Source: an optimization exercise on an open RTL-to-GDS flow (aim: small area). Production flows keep margins and buffers that such runs may drop. The RTL was checked by simulation tests, not by an equivalence proof against the original design. No activity file was given, so power comes from the tool's default toggle rates.

the reference run:
==> flow/design.v <==
module syncfifo_axis
    #(
    parameter DATA_WIDTH      = 32,
    parameter FIFO_DEPTH      = 8                
    )(
    input  logic                            s_aclk,
    input  logic                            s_aresetn,
    input  logic [DATA_WIDTH-1:0]           s_axis_tdata,
    input  logic                            s_axis_tvalid,
    output logic                            s_axis_tready,
    output logic [DATA_WIDTH-1:0]           m_axis_tdata,
    output logic                            m_axis_tvalid,
    input  logic                            m_axis_tready
    );
    localparam int ADDR_WIDTH   = $clog2(FIFO_DEPTH);
    logic [ADDR_WIDTH-1:0] cnt;
    logic write, read, pending;
    logic [DATA_WIDTH-1:0] bram [FIFO_DEPTH];
    assign pending       = (cnt != '0);
    assign s_axis_tready = (cnt != '1);
    assign write = s_axis_tvalid & s_axis_tready;
    assign read  = pending & (~m_axis_tvalid | m_axis_tready);
    always_comb begin
        m_axis_tdata = '0;
        for (int i = 0; i < FIFO_DEPTH; i++)
            m_axis_tdata = m_axis_tdata | (bram[i] & {DATA_WIDTH{cnt == i}});
    end
    always_ff @(posedge s_aclk)
        if (write) begin
            bram[0] <= s_axis_tdata;
            for (int i = 1; i < FIFO_DEPTH; i++)
                bram[i] <= bram[i-1];
        end
    always_ff @(posedge s_aclk) begin
        if (~s_aresetn) begin
            m_axis_tvalid   <= '0;
            cnt             <= '0;
        end else begin
            if (write && !read)
                cnt         <= cnt + 1'b1;
            else if (read && !write)
                cnt         <= cnt - 1'b1;
            m_axis_tvalid   <= pending | (m_axis_tvalid & ~m_axis_tready);
        end
    end
endmodule
module uart #(
    parameter SYS_CLK     = 100,       
    parameter BAUDRATE    = 115200,    
    parameter FIFO_DEPTH  = 16,        
    parameter DBITS       = 8,         
    parameter PARITY    = "Odd",       
    parameter N_STOP_BITS = 1          
)(
    input   logic                               clk,
    input   logic                               rst_n,
    input   logic                               rx,
    output  logic                               tx,
    output  logic [DBITS-1:0]                   rx_axis_tdata,
    output  logic                               rx_axis_tvalid,
    input   logic                               rx_axis_tready,
    input   logic [DBITS-1:0]                   tx_axis_tdata,
    input   logic                               tx_axis_tvalid,
    output  logic                               tx_axis_tready,
    output  logic                               irq,
    output  logic [DBITS-1:0]                   debug_rx
);
    localparam int BAUDRATE_SCALE_VALUE = (SYS_CLK * 1000000 + BAUDRATE - 1) / BAUDRATE;
    localparam int SW = $clog2(BAUDRATE_SCALE_VALUE);
    localparam logic [SW-1:0] BAUD_MASK  = 10'b1010101010;
    localparam logic [SW-1:0] BAUD_FIRST = BAUD_MASK;
    localparam logic [SW-1:0] BAUD_LAST  = 10'b0110011001 ^ BAUD_MASK;
    logic [4:0] rx_run;
    logic       rx_low;
    always_ff @(posedge clk) begin
        rx_run <= rx ? 5'd0 : rx_run + 1'b1;
        rx_low <= ~rx & (rx_low | (&rx_run));
    end
    logic [SW-1:0] rx_baud;
    logic [3:0]    rx_ph;
    logic [DBITS-1:0] rx_shift_rg;
    logic rx_start, rx_end, rx_idle, rx_wr, rx_fifo_ready;
    assign rx_start = (rx_baud == BAUD_FIRST);
    assign rx_end   = (rx_baud == BAUD_LAST);
    assign rx_idle  = (rx_ph == 4'd6);
    always_ff @(posedge clk)
        if (!rst_n || rx_end || (rx_idle && rx_low))
            rx_baud <= BAUD_FIRST;
        else
            rx_baud <= {~rx_baud[SW-2:0], rx_baud[9] ^ rx_baud[6]};
    always_ff @(posedge clk)
        if (!rst_n || (rx_start && rx_ph == 4'd1))
            rx_ph <= 4'd6;
        else if (rx_start && (!rx_idle || rx_low))
            rx_ph <= rx_ph + 1'b1;
    always_ff @(posedge clk)
        if (rx_start && rx_ph[3])
            rx_shift_rg <= {~rx_low, rx_shift_rg[DBITS-1:1]};
    assign rx_wr = rx_start & (rx_ph == 4'd1);
    syncfifo_axis #(.DATA_WIDTH(DBITS), .FIFO_DEPTH(FIFO_DEPTH))
        rx_fifo (.s_aclk(clk),           .s_aresetn(rst_n),
                 .s_axis_tdata(rx_shift_rg),   .s_axis_tvalid(rx_wr),          .s_axis_tready(rx_fifo_ready),
                 .m_axis_tdata(rx_axis_tdata), .m_axis_tvalid(rx_axis_tvalid), .m_axis_tready(rx_axis_tready));
    assign debug_rx = rx_shift_rg;
    logic [SW-1:0] tx_baud;
    logic [3:0]    tx_ph;
    logic [DBITS-1:0] tx_byte, tx_fifo_tdata;
    logic tx_fifo_tvalid, tx_fifo_tready, tx_par;
    logic tx_start, tx_end, tx_idle, tx_hs;
    assign tx_start       = (tx_baud == BAUD_FIRST);
    assign tx_end         = (tx_baud == BAUD_LAST);
    assign tx_idle        = (tx_ph[3:1] == 3'b010);
    assign tx_fifo_tready = (tx_ph == 4'd5);
    assign tx_hs          = tx_fifo_tready & tx_fifo_tvalid;
    always_ff @(posedge clk)
        if (tx_end || tx_idle)
            tx_baud <= BAUD_FIRST;
        else
            tx_baud <= {~tx_baud[SW-2:0], tx_baud[9] ^ tx_baud[6]};
    always_ff @(posedge clk)
        if (!rst_n || (tx_start && tx_ph == 4'd1))
            tx_ph <= 4'd4;
        else if (tx_idle ? (!tx_ph[0] || tx_fifo_tvalid) : tx_start)
            tx_ph <= tx_ph + 1'b1;
    always_ff @(posedge clk)
        if (tx_hs)
            tx_byte <= tx_fifo_tdata;
    always_ff @(posedge clk)
        if (tx_idle)
            tx_par <= 1'b1;
        else if (tx_start && tx_ph[3])
            tx_par <= tx_par ^ tx_byte[tx_ph[2:0]];
    always_comb
        if (tx_ph[3])              tx = tx_byte[tx_ph[2:0]];
        else if (tx_ph == 4'd0)    tx = tx_par;
        else                       tx = (tx_ph != 4'd7);
    assign irq = tx_start & (tx_ph == 4'd1);
    syncfifo_axis #(.DATA_WIDTH(DBITS), .FIFO_DEPTH(FIFO_DEPTH))
        tx_fifo (.s_aclk(clk),      .s_aresetn(rst_n),
                 .s_axis_tdata(tx_axis_tdata), .s_axis_tvalid(tx_axis_tvalid), .s_axis_tready(tx_axis_tready),
                 .m_axis_tdata(tx_fifo_tdata), .m_axis_tvalid(tx_fifo_tvalid), .m_axis_tready(tx_fifo_tready));
endmodule
clock: 10.0 ns
lec_check: 0
cap_margin: 20
core_margin: 2
core_utilization: 65
cts_buf_list: sky130_fd_sc_hd__clkbuf_8
cts_cluster_diameter: 50
cts_cluster_size: 18
slew_margin: 20
standard.sh (not shown) runs the stock make flow with config.mk's settings and CLKGATE_MAP_FILE= SYNTH_SCRIPT=/design/flow/synth_recipe.tcl, a recipe that flattens the netlist after the stock synthesis.
==> flow/flow/run.sh <==
#!/bin/bash
# The standard layout (standard.sh) with these changes:
#  - synthesis maps the combinational logic with an area-oriented abc script
#    (flow/my_synth.tcl, flow/area.abc); registers are as in the standard synthesis;
#  - the clock tree is built without dummy loads;
#  - the port buffers use the smallest buffer cell.
# make's output is in standard.log; each step's log is under orfs/logs.
set -e
export MY_ABC_SCRIPT=$PWD/flow/area.abc
export CTS_ARGS="-sink_clustering_enable -repair_clock_nets -dont_use_dummy_load -sink_clustering_size 18 -sink_clustering_max_diameter 50 -buf_list sky130_fd_sc_hd__clkbuf_8"
export BUFFER_PORTS_ARGS="-buffer_cell sky130_fd_sc_hd__buf_1"
sed "s#SYNTH_SCRIPT=[^ ]*#SYNTH_SCRIPT=$PWD/flow/my_synth.tcl#" standard.sh > my_standard.sh
grep -q "SYNTH_SCRIPT=$PWD/flow/my_synth.tcl" my_standard.sh
bash my_standard.sh > standard.log 2>&1
==> flow/flow/area.abc <==
strash
dch
amap -F 20 -A 20
topo
==> flow/flow/my_synth.tcl <==
# synth_recipe.tcl (the standard synthesis) with one change: yosys's abc pass,
# which maps the combinational logic, runs the area-oriented script area.abc.
# Registers are mapped before abc, so they are the standard synthesis's.
proc synth {args} { yosys synth -nofsm -noshare {*}$args }
proc abc {args} {
  set i [lsearch -exact $args -script]
  if {$i >= 0} { lset args [expr {$i + 1}] $::env(MY_ABC_SCRIPT) }
  yosys abc {*}$args
}
source $::env(SCRIPTS_DIR)/synth.tcl
# left out here: clear keep_hierarchy, flatten, clean up, hide names made inside functions, write 1_2_yosys.v
Inputs modified between the reference run and the trial run:
==> flow/flow/run.sh <==
#!/bin/bash
# The standard layout (standard.sh) with two changes: the clock tree is built
# without dummy loads, and the port buffers use the smallest buffer cell.
export CTS_ARGS="-sink_clustering_enable -repair_clock_nets -dont_use_dummy_load -sink_clustering_size 18 -sink_clustering_max_diameter 50 -buf_list sky130_fd_sc_hd__clkbuf_8"
export BUFFER_PORTS_ARGS="-buffer_cell sky130_fd_sc_hd__buf_1"
bash standard.sh > standard.log 2>&1
removed: flow/flow/area.abc
removed: flow/flow/my_synth.tcl
- Delta (the trial run minus the reference run): non-clock buffer count higher, critical path depth has decreased, worst setup slack shows an increase of 530 ps, number of placed instances, taps included picked up an extra 1.7%, detailed-router iteration count before antenna repair dropped 1.
- The core utilization in the trial run sits 1.6 points below the value recorded for the reference run.
- In the flow results for the trial run and the reference run, the instance count along the most critical hold path is smaller on the reference run.
- Mean routed wirelength per cell for the trial run: 1.7 um up relative to the reference run
- The trial run ended up with a lower worst endpoint data arrival time than the reference run did.

* * *

Another version of the RTL of uart (not shown whole).
Size: about 680 cells after synthesis, roughly 33 I/O pins, ~11000 um^2 of cells after synthesis.
Design uart, start of the top module:
module uart #(
    parameter SYS_CLK     = 100,       
    parameter BAUDRATE    = 115200,    
    parameter FIFO_DEPTH  = 16,        
    parameter DBITS       = 8,         
    parameter PARITY    = "Odd",       
    parameter N_STOP_BITS = 1          
)(
    input   logic                               clk,
    input   logic                               rst_n,
    input   logic                               rx,
    output  logic                               tx,
    output  logic [DBITS-1:0]                   rx_axis_tdata,
    output  logic                               rx_axis_tvalid,
    input   logic                               rx_axis_tready,
    input   logic [DBITS-1:0]                   tx_axis_tdata,
    input   logic                               tx_axis_tvalid,
    output  logic                               tx_axis_tready,
    output  logic                               irq,
    output  logic [DBITS-1:0]                   debug_rx
);
clock: 10.0 ns
lec_check: 0
cap_margin: 20
core_margin: 2
core_utilization: 75
cts_buf_list: sky130_fd_sc_hd__clkbuf_8
cts_cluster_diameter: 50
cts_cluster_size: 18
slew_margin: 20
==> flow/flow/run.sh <==
#!/bin/bash
# The standard layout (standard.sh) with these changes:
#  - synthesis maps the combinational logic with an area-oriented abc script
#    (flow/my_synth.tcl, flow/area.abc); registers are as in the standard synthesis;
#  - the clock tree is built without dummy loads;
#  - the port buffers use the smallest buffer cell.
# make's output is in standard.log; each step's log is under orfs/logs.
set -e
export MY_ABC_SCRIPT=$PWD/flow/area.abc
export CTS_ARGS="-sink_clustering_enable -repair_clock_nets -dont_use_dummy_load -sink_clustering_size 18 -sink_clustering_max_diameter 60 -buf_list sky130_fd_sc_hd__clkbuf_8"
export BUFFER_PORTS_ARGS="-buffer_cell sky130_fd_sc_hd__buf_1"
sed "s#SYNTH_SCRIPT=[^ ]*#SYNTH_SCRIPT=$PWD/flow/my_synth.tcl#" standard.sh > my_standard.sh
grep -q "SYNTH_SCRIPT=$PWD/flow/my_synth.tcl" my_standard.sh
bash my_standard.sh > standard.log 2>&1
==> flow/flow/area.abc <==
strash
dch
amap -F 20 -A 20
strash
dch
amap -F 20 -A 20
strash
dch
amap -F 20 -A 20
strash
dch
amap -F 20 -A 20
strash
dch
amap -F 20 -A 20
topo
==> flow/flow/my_synth.tcl <==
# synth_recipe.tcl (the standard synthesis) with one change: yosys's abc pass,
# which maps the combinational logic, runs the area-oriented script area.abc.
# Registers are mapped before abc, so they are the standard synthesis's.
proc synth {args} { yosys synth -nofsm -noshare {*}$args }
proc abc {args} {
  set i [lsearch -exact $args -script]
  if {$i >= 0} { lset args [expr {$i + 1}] $::env(MY_ABC_SCRIPT) }
  yosys abc {*}$args
}
source $::env(SCRIPTS_DIR)/synth.tcl
# left out here: clear keep_hierarchy, flatten, clean up, hide names made inside functions, write 1_2_yosys.v
Then changed:
==> flow/flow/area.abc (replaced) <==
strash
dch
amap -F 20 -A 20
strash
dch
amap -F 20 -A 20
topo
The new run completed with no timing, DRC or antenna violations; maximum frequency went down by roughly a tenth; final cell count came out higher by a few percent; worst setup slack degrades by 0.53 ns; critical path depth rises by 2; non-clock buffer count climbs by 3; routed wire length came out lower by a few percent; cell area went up slightly.
Then changed:
--- a/flow/flow/run.sh
+++ b/flow/flow/run.sh
@@ -8,5 +8,5 @@
 set -e
 export MY_ABC_SCRIPT=$PWD/flow/area.abc
-export CTS_ARGS="-sink_clustering_enable -repair_clock_nets -dont_use_dummy_load -sink_clustering_size 18 -sink_clustering_max_diameter 60 -buf_list sky130_fd_sc_hd__clkbuf_8"
+export CTS_ARGS="-sink_clustering_enable -repair_clock_nets -dont_use_dummy_load -sink_clustering_size 20 -sink_clustering_max_diameter 60 -buf_list sky130_fd_sc_hd__clkbuf_8"
 export BUFFER_PORTS_ARGS="-buffer_cell sky130_fd_sc_hd__buf_1"
 sed "s#SYNTH_SCRIPT=[^ ]*#SYNTH_SCRIPT=$PWD/flow/my_synth.tcl#" standard.sh > my_standard.sh
What happened: Routed wire length went up slightly. Clock skew is lower by 0.011 ns. Synthesized area is unchanged. Synthesized cell count does not change. Via count barely changes. Power goes down slightly. Global-route usage is higher by 0.11 points. Setup slack improves by 0.026 ns. Sequential power stays flat.

## port drivers added, routing unchanged
In the flow no input, the clock included, has a driving cell. The finished layouts below were timed again as built, in two steps. Step 1 (the two cells are an assumption about what drives the block):
set clk [get_ports {clk}]
set_driving_cell -lib_cell sky130_fd_sc_hd__clkbuf_16 $clk
set_driving_cell -lib_cell sky130_fd_sc_hd__buf_2 [delete_from_list [all_inputs] $clk]
Step 2, shift: input delay + t, output delay - t, t = (earliest + latest rising clock arrival at the registers) / 2. This alone moves slack from input paths to output paths. Three values: no drivers, after step 1, after step 2; two values: the first two.
run	t, ns	setup slack, ns	worst data-port slew with drivers (ns)
the reference run	0.571	4.409 / 4.367 / 4.938	0.03
the trial run	0.613	4.942 / 4.900 / 5.513	0.03
the first run of note 2	0.572	5.215 / 5.177 / 5.749	0.03
the second run of note 2	0.565	4.684 / 4.643 / 5.208	0.03
the third run of note 2	0.566	4.710 / 4.669 / 5.235	0.03
After both steps every run listed still meets setup and hold.
